Source: an optimization exercise on an open RTL-to-GDS flow (aim: small area and a short achievable clock period). Production flows keep margins and buffers that such runs may drop.
Where RTL was checked, it was by simulation tests only, not by an equivalence proof against the original.
No activity file was given, so power comes from the tool's default toggle rates.

==> inputs of 10-09 <==
## sata_link
module sata_link(
   trn_rsof_n, trn_reof_n, trn_rd, trn_rsrc_rdy_n,
   trn_tdst_rdy_n, trn_tdst_dsc_n, trn_csof_n, trn_ceof_n, trn_cd,
   trn_csrc_rdy_n, trn_csrc_dsc_n, txdata, txdatak,
   phyclk, host_rst, trn_rdst_rdy_n, trn_rdst_dsc_n, trn_tsof_n,
   trn_teof_n, trn_td, trn_tsrc_rdy_n, trn_tsrc_dsc_n, trn_cdst_rdy_n,
   trn_cdst_dsc_n, txdatak_pop, rxdata, rxdatak, linkup
   );
==> flow/config.mk <==
export PLATFORM = sky130hd
export DESIGN_NAME = sata_link
export DESIGN_NICKNAME = sata_link
export VERILOG_FILES = /design/flow/design.v
export SDC_FILE = /design/flow/constraint.sdc
export NUM_CORES = 4
export LEC_CHECK = 0
export CAP_MARGIN = 20
export CORE_MARGIN = 2
export CORE_UTILIZATION = 45
export CTS_CLUSTER_DIAMETER = 100
export CTS_CLUSTER_SIZE = 25
export PLACE_DENSITY = 0.6
export SETUP_SLACK_MARGIN = 3.4
export SLEW_MARGIN = 20
export TNS_END_PERCENT = 10
==> flow/constraint.sdc <==
create_clock -name core_clock -period 6.5 [get_ports {phyclk}]
set_input_delay 1.3000 -clock core_clock [delete_from_list [all_inputs] [get_ports {phyclk}]]
set_output_delay 1.3000 -clock core_clock [all_outputs]
set_load 0.01 [all_outputs]
standard.sh (not shown) runs the stock make flow with config.mk's settings and CLKGATE_MAP_FILE= SYNTH_SCRIPT=/design/flow/synth_recipe.tcl, a recipe that flattens the netlist after the stock synthesis.
==> flow/flow/run.sh <==
#!/bin/bash
# Layout flow: the standard ORFS flow (standard.sh, unchanged synthesis,
# floorplan, power grid, placement, CTS and routing) with two extra ORFS
# settings:
#  - port buffers are sky130_fd_sc_hd__buf_2 instead of the delay cell
#    buffer_ports picks by default (BUFFER_PORTS_ARGS);
#  - the resizer may change a cell's footprint (MATCH_CELL_FOOTPRINT=0), so
#    port buffers and gates on critical paths can be sized freely.
# The full output of the run goes to standard.log in the work folder.
set -euo pipefail
bash standard.sh \
  "BUFFER_PORTS_ARGS=-buffer_cell sky130_fd_sc_hd__buf_2" \
  MATCH_CELL_FOOTPRINT=0 \
  finish > standard.log 2>&1
==> 01-25: changes against 10-09 <==
--- a/flow/design.v
+++ b/flow/design.v
@@ -191,12 +191,119 @@
 		       crc_bit[7]  ^ crc_bit[6]  ^ crc_bit[1]  ^ crc_bit[0];
    assign new_bit[0] = crc_bit[31] ^ crc_bit[30] ^ crc_bit[29] ^
 		       crc_bit[28] ^ crc_bit[26] ^ crc_bit[25] ^
 		       crc_bit[24] ^ crc_bit[16] ^ crc_bit[12] ^
 		       crc_bit[10] ^ crc_bit[9]  ^ crc_bit[6]  ^ crc_bit[0];
 endmodule
+module crc_next_shared (
+   input  [31:0] crc,
+   input  [31:0] data_in,
+   output [31:0] new_bit
+   );
+   wire [31:0] b = data_in ^ crc;
+   wire t32 = b[9] ^ b[31];
+   wire t33 = b[24] ^ b[29];
+   wire t34 = b[10] ^ b[28];
+   wire t35 = b[27] ^ t32;
+   wire t36 = b[8] ^ b[30];
+   wire t37 = b[6] ^ b[7];
+   wire t38 = b[22] ^ b[25];
+   wire t39 = b[2] ^ b[14];
+   wire t40 = b[5] ^ b[21];
+   wire t41 = b[4] ^ b[20];
+   wire t42 = b[19] ^ b[26];
+   wire t43 = b[1] ^ b[17];
+   wire t44 = b[0] ^ b[16];
+   wire t45 = b[3] ^ b[15];
+   wire t46 = b[13] ^ b[18];
+   wire t47 = b[11] ^ t33;
+   wire t48 = b[12] ^ t36;
+   wire t49 = t37 ^ t39;
+   wire t50 = b[23] ^ t42;
+   wire t51 = b[7] ^ b[27];
+   wire t52 = b[8] ^ t45;
+   wire t53 = b[12] ^ t44;
+   wire t54 = b[31] ^ t34;
+   wire t55 = t33 ^ t34;
+   wire t56 = t40 ^ t41;
+   wire t57 = b[5] ^ t46;
+   wire t58 = b[4] ^ b[23];
+   wire t59 = b[24] ^ t43;
+   wire t60 = b[26] ^ b[28];
+   wire t61 = b[3] ^ t54;
+   wire t62 = b[3] ^ b[13];
+   wire t63 = b[1] ^ t56;
+   wire t64 = b[16] ^ t51;
+   wire t65 = b[2] ^ t40;
+   wire t66 = b[18] ^ b[19];
+   wire t67 = b[23] ^ t38;
+   wire t68 = b[6] ^ b[30];
+   wire t69 = b[17] ^ b[22];
+   wire t70 = b[14] ^ t35;
+   wire t71 = b[15] ^ t35;
+   wire t72 = b[1] ^ t57;
+   wire t73 = b[25] ^ t47;
+   wire t74 = b[11] ^ b[29];
+   wire t75 = b[26] ^ t55;
+   wire t76 = b[20] ^ t64;
+   wire t77 = b[24] ^ t38;
+   wire t78 = b[6] ^ t48;
+   wire t79 = b[7] ^ t52;
+   wire t80 = b[0] ^ t41;
+   wire t81 = t38 ^ t49;
+   wire t82 = t53 ^ t59;
+   wire t83 = t37 ^ t62;
+   wire t84 = t52 ^ t74;
+   wire t85 = t46 ^ t59;
+   wire t86 = t32 ^ t44;
+   wire t87 = b[2] ^ t66;
+   wire t88 = b[5] ^ b[28];
+   wire t89 = b[10] ^ t35;
+   wire t90 = b[0] ^ b[12];
+   wire t91 = b[9] ^ t58;
+   wire t92 = b[29] ^ t42;
+   wire t93 = b[18] ^ t50;
+   wire t94 = b[21] ^ t60;
+   wire t95 = t39 ^ t43;
+   wire t96 = t33 ^ t69;
+   wire t97 = b[31] ^ t87;
+   wire t98 = b[22] ^ t58;
+   wire t99 = t49 ^ t50;
+   assign new_bit[0] = (t75 ^ (t53 ^ (t68 ^ (b[25] ^ t32))));
+   assign new_bit[1] = ((((b[27] ^ b[28]) ^ t37) ^ (b[9] ^ (b[11] ^ b[13]))) ^ t82);
+   assign new_bit[2] = (t85 ^ (t86 ^ ((b[26] ^ t36) ^ t49)));
+   assign new_bit[3] = (t89 ^ (((b[25] ^ t66) ^ t95) ^ t79));
+   assign new_bit[4] = (((t45 ^ t80) ^ t73) ^ (t78 ^ t97));
+   assign new_bit[5] = (t63 ^ (t83 ^ ((b[0] ^ b[19]) ^ t55)));
+   assign new_bit[6] = (t81 ^ ((t36 ^ t74) ^ t63));
+   assign new_bit[7] = (t79 ^ ((t44 ^ t55) ^ (t65 ^ t67)));
+   assign new_bit[8] = (t61 ^ (t98 ^ (t90 ^ ((b[11] ^ b[8]) ^ t43))));
+   assign new_bit[9] = (t72 ^ (t91 ^ ((b[12] ^ b[2]) ^ t47)));
+   assign new_bit[10] = ((t86 ^ t92) ^ (t88 ^ (t39 ^ t62)));
+   assign new_bit[11] = (t82 ^ (((b[25] ^ t41) ^ (t45 ^ t60)) ^ t70));
+   assign new_bit[12] = ((t65 ^ (t90 ^ (b[4] ^ t68))) ^ (t71 ^ t85));
+   assign new_bit[13] = (((b[16] ^ b[19]) ^ t61) ^ (t72 ^ t81));
+   assign new_bit[14] = (t99 ^ ((b[17] ^ t41) ^ t84));
+   assign new_bit[15] = ((t48 ^ t56) ^ (t64 ^ (t45 ^ (b[9] ^ (b[18] ^ b[24])))));
+   assign new_bit[16] = (((b[4] ^ (b[0] ^ b[13])) ^ (t40 ^ t42)) ^ (t48 ^ t96));
+   assign new_bit[17] = (t72 ^ (((b[20] ^ t68) ^ t67) ^ t70));
+   assign new_bit[18] = (((b[24] ^ (b[15] ^ b[21])) ^ t54) ^ t99);
+   assign new_bit[19] = (t76 ^ (t52 ^ (t38 ^ t47)));
+   assign new_bit[20] = (((b[25] ^ (b[16] ^ b[17])) ^ t48) ^ (t91 ^ t94));
+   assign new_bit[21] = (t89 ^ (t96 ^ (b[26] ^ t57)));
+   assign new_bit[22] = (t93 ^ ((t47 ^ t53) ^ t70));
+   assign new_bit[23] = (t71 ^ (t92 ^ ((b[6] ^ (b[13] ^ b[20])) ^ (t43 ^ t44))));
+   assign new_bit[24] = (t76 ^ (t95 ^ (t34 ^ (b[30] ^ (b[18] ^ b[21])))));
+   assign new_bit[25] = (t97 ^ (((b[21] ^ b[28]) ^ t69) ^ t84));
+   assign new_bit[26] = ((t61 ^ t93) ^ (t80 ^ (b[6] ^ t77)));
+   assign new_bit[27] = (t73 ^ ((t51 ^ t50) ^ t63));
+   assign new_bit[28] = (t78 ^ (t77 ^ (((b[20] ^ b[27]) ^ t60) ^ t65)));
+   assign new_bit[29] = ((t67 ^ t83) ^ (t94 ^ (b[29] ^ t35)));
+   assign new_bit[30] = (t75 ^ (t98 ^ (t51 ^ (b[14] ^ t36))));
+   assign new_bit[31] = (t73 ^ ((t88 ^ (b[23] ^ t36)) ^ t71));
+endmodule
 module scrambler_next (
    input  [15:0] now,
    output [31:0] next
    );
    assign        next[31] = now[12] ^ now[10] ^ now[7] ^ now[3] ^ now[1] ^ now[0];
    assign        next[30] = now[15] ^ now[14] ^ now[12] ^ now[11] ^ now[9] ^ now[6]    ^  now[3]  ^ now[2]  ^ now[0];
@@ -728,13 +835,13 @@
    assign trn_rd         = trn_rd_q;
    assign trn_rsrc_rdy_n = rsrc_rdy_n;
    assign trn_rsof_n     = rsof_n;
    assign trn_reof_n     = reof_n;
    reg  [31:0] rcrc;
    wire [31:0] rcrc_next;
-   crc_next rx_crc (.crc(rcrc), .data_in(r_wr_di), .new_bit(rcrc_next));
+   crc_next_shared rx_crc (.crc(rcrc), .data_in(r_wr_di), .new_bit(rcrc_next));
    always @(posedge phyclk)
      if (cs_sof)
        rcrc <= 32'h52325032;
      else if (r_wr_en && ~r_wr_sof && ~r_wr_eof)
        rcrc <= rcrc_next;
    reg cs2link_crc_ok, cs2link_crc_rdy;
@@ -747,13 +854,14 @@
      else if (cs_sof)
        begin
           cs2link_crc_ok  <= 1'b0;
           cs2link_crc_rdy <= 1'b0;
        end
    reg  afull_q;                        
-   assign trn_tdst_rdy_n = trn_tsrc_rdy_n | afull_q;
+   reg  afull_nq;                       
+   assign trn_tdst_rdy_n = trn_tsrc_rdy_n | ~afull_nq;
    wire trn_xfer = ~trn_tsrc_rdy_n & ~afull_q;
    reg         txcs_rst;
    wire        tx_rst = txcs_rst || tx_sync;
    reg  [15:0] tscr;
    wire [31:0] tscr_out;
    scrambler_next tx_scr (.now(tscr), .next(tscr_out));
@@ -776,12 +884,13 @@
         eof_reg   <= trn_xfer && ~trn_teof_n;
         eof_reg_d <= eof_reg;
      end
    reg [31:0] wr_di;
    reg        wr_sof, wr_eof, wr_en;
    reg [31:0] wr_di_n;
+   wire [31:0] wr_src = trn_xfer ? trn_td : tcrc;
    reg        wr_sof_n, wr_eof_n, wr_en_n, txcs_rst_n;
    always @(*)
      begin
         wr_di_n    = wr_di;
         wr_sof_n   = wr_sof;
         wr_eof_n   = wr_eof;
@@ -789,20 +898,20 @@
         txcs_rst_n = 1'b0;
         if (host_rst)
           txcs_rst_n = 1'b1;
         else if (trn_xfer)
           begin
              wr_en_n  = 1'b1;
-             wr_di_n  = tscr_out ^ trn_td;
+             wr_di_n  = tscr_out ^ wr_src;
              wr_sof_n = ~trn_tsof_n;
              wr_eof_n = ~trn_teof_n;
           end
         else if (eof_reg_d)
           begin
              wr_en_n    = 1'b1;
-             wr_di_n    = tscr_out ^ tcrc;
+             wr_di_n    = tscr_out ^ wr_src;
              txcs_rst_n = 1'b1;
           end
      end
    always @(posedge phyclk)
      begin
         wr_di    <= wr_di_n;
@@ -844,19 +953,23 @@
    wire t_rst = host_rst | trn_tfifo_rst;
    wire t_inc = wr_en & ~rd_en & ~t_full;
    wire t_dec = ~wr_en & rd_en & ~t_empty;
    wire [3:0] tcnt_a = t_inc ? tcnt + 4'd1 : t_dec ? tcnt - 4'd1 : tcnt;
    wire [3:0] tcnt_n = t_rst ? 4'hf : tcnt_a;
    reg  [3:0]  tcnt_m1;         
-   wire hdec = wr_en ? (rd_en | t_full) : (rd_en & ~t_empty);
-   wire hwr  = wr_en & (rd_en ? tcnt == 4'h0 : t_empty);
+   reg         hdec;            
+   reg         hwr;             
    wire [3:0]  hidx = hdec ? tcnt_m1 : tcnt;
    wire [33:0] head_a = hwr ? {wr_eof, wr_sof, wr_di} : tmem[hidx];
    wire [33:0] head_r = wr_en ? tmem[14] : tmem[15];
    wire [33:0] head_n = t_rst ? head_r : head_a;
    wire rd_en_n = (~ns_k & ~as_n & ~pi_n) | di_n;
+   wire full_n  = tcnt_n == 4'he;
+   wire empty_n = tcnt_n == 4'hf;
+   wire hdec_n  = wr_en_n ? (rd_en_n | full_n) : (rd_en_n & ~empty_n);
+   wire hwr_n   = wr_en_n & (rd_en_n ? tcnt_n == 4'h0 : empty_n);
    always @(posedge phyclk)
      if (wr_en)
        begin : tshift
           integer i;
           for (i = 15; i > 0; i = i - 1)
             tmem[i] <= tmem[i-1];
@@ -864,16 +977,19 @@
        end
    always @(posedge phyclk)
      begin
         tcnt    <= tcnt_n;
         rd_en   <= rd_en_n;
         tcnt_m1 <= tcnt_n - 4'd1;
+        hdec    <= hdec_n;
+        hwr     <= hwr_n;
         t_empty <= tcnt_n == 4'hf;
         t_low   <= tcnt_n == 4'hf || tcnt_n == 4'h0 || tcnt_n == 4'h1;
         t_full  <= tcnt_n == 4'he;
         afull_q <= tcnt_n == 4'hc || tcnt_n == 4'hd || tcnt_n == 4'he;
+        afull_nq <= ~(tcnt_n == 4'hc || tcnt_n == 4'hd || tcnt_n == 4'he);
         rd_sof  <= head_n[32];
         rd_eof  <= head_n[33];
      end
    wire [31:0] dat_n = eofr_n ? wr_di_n : head_n[31:0];
    reg  [31:0] txdata_n;
    reg         txdatak_n;
==> flow/flow/run.sh (replaced) <==
#!/bin/bash
# Layout flow: the standard ORFS flow (standard.sh: unchanged synthesis,
# floorplan, power grid, placement, CTS and routing) with three extra ORFS
# settings:
#  - port buffers are sky130_fd_sc_hd__buf_2 instead of the delay cell
#    buffer_ports picks by default (BUFFER_PORTS_ARGS);
#  - the resizer may change a cell's footprint (MATCH_CELL_FOOTPRINT=0), so
#    port buffers and gates on critical paths can be sized freely;
#  - CTS clusters up to 25 sinks within 100 um and adds no dummy loads
#    (CTS_ARGS; the other arguments are the ones cts.tcl uses by default).
# The full output of the run goes to standard.log in the work folder.
set -euo pipefail
bash standard.sh \
  "BUFFER_PORTS_ARGS=-buffer_cell sky130_fd_sc_hd__buf_2" \
  MATCH_CELL_FOOTPRINT=0 \
  "CTS_ARGS=-sink_clustering_enable -repair_clock_nets -sink_clustering_size 25 -sink_clustering_max_diameter 100 -dont_use_dummy_load" \
  finish > standard.log 2>&1
- CORE_UTILIZATION: 45 -> 55
- PLACE_DENSITY: 0.6 -> 0.65
- SETUP_SLACK_MARGIN: 3.4 -> 3.6
==> summary of the runs <==
First-iteration DRC count: 10-09 is lower than 01-25 (about 10%).
In 10-09 the maximum frequency is smaller than in 01-25, by about 3.6%.
In 10-09 the combinational power is higher than in 01-25, by 28%.
In design area, 01-25 and 10-09 hardly differ.
In sequential power, 10-09 and 01-25 hardly differ.
Clock skew: 01-25 is lower than 10-09 (14 ps).
In 01-25 the power is lower than in 10-09, by about 10%.
Only the layout flow was run in 01-25; the RTL was not checked for function there.

## re-timing with driven ports
No port has a modelled driver above. Below, the same layouts with a new extraction and two added sets of constraints. Step 1, drivers: a clkbuf_16 drives phyclk and a buf_2 each remaining input, both assumed. Step 2 moves the port delays by t, midway between the first and last clock arrival at a register: inputs arrive t later, outputs are due t later. That takes back most of the time a late clock gives input paths. Slacks: no drivers / after step 1 / after step 2; pairs: no drivers / after step 1.
run | t (ns) | setup slack, ns | hold slack, ns | worst data-port slew with drivers (ns) | pins driven straight from the clock port
10-09 | 0.789 | 3.294 / 3.253 / 2.537 | 0.325 / 0.325 / 0.325 | 0.11 | 1
01-25 | 0.745 | 3.408 / 3.423 / 2.723 | 0.300 / 0.300 / 0.300 | 0.10 | 1
After both steps setup and hold are still met in every run listed. For 10-09, which loses most, drivers alone change the setup slack by -0.041 ns; drivers and shift together by -0.757 ns.
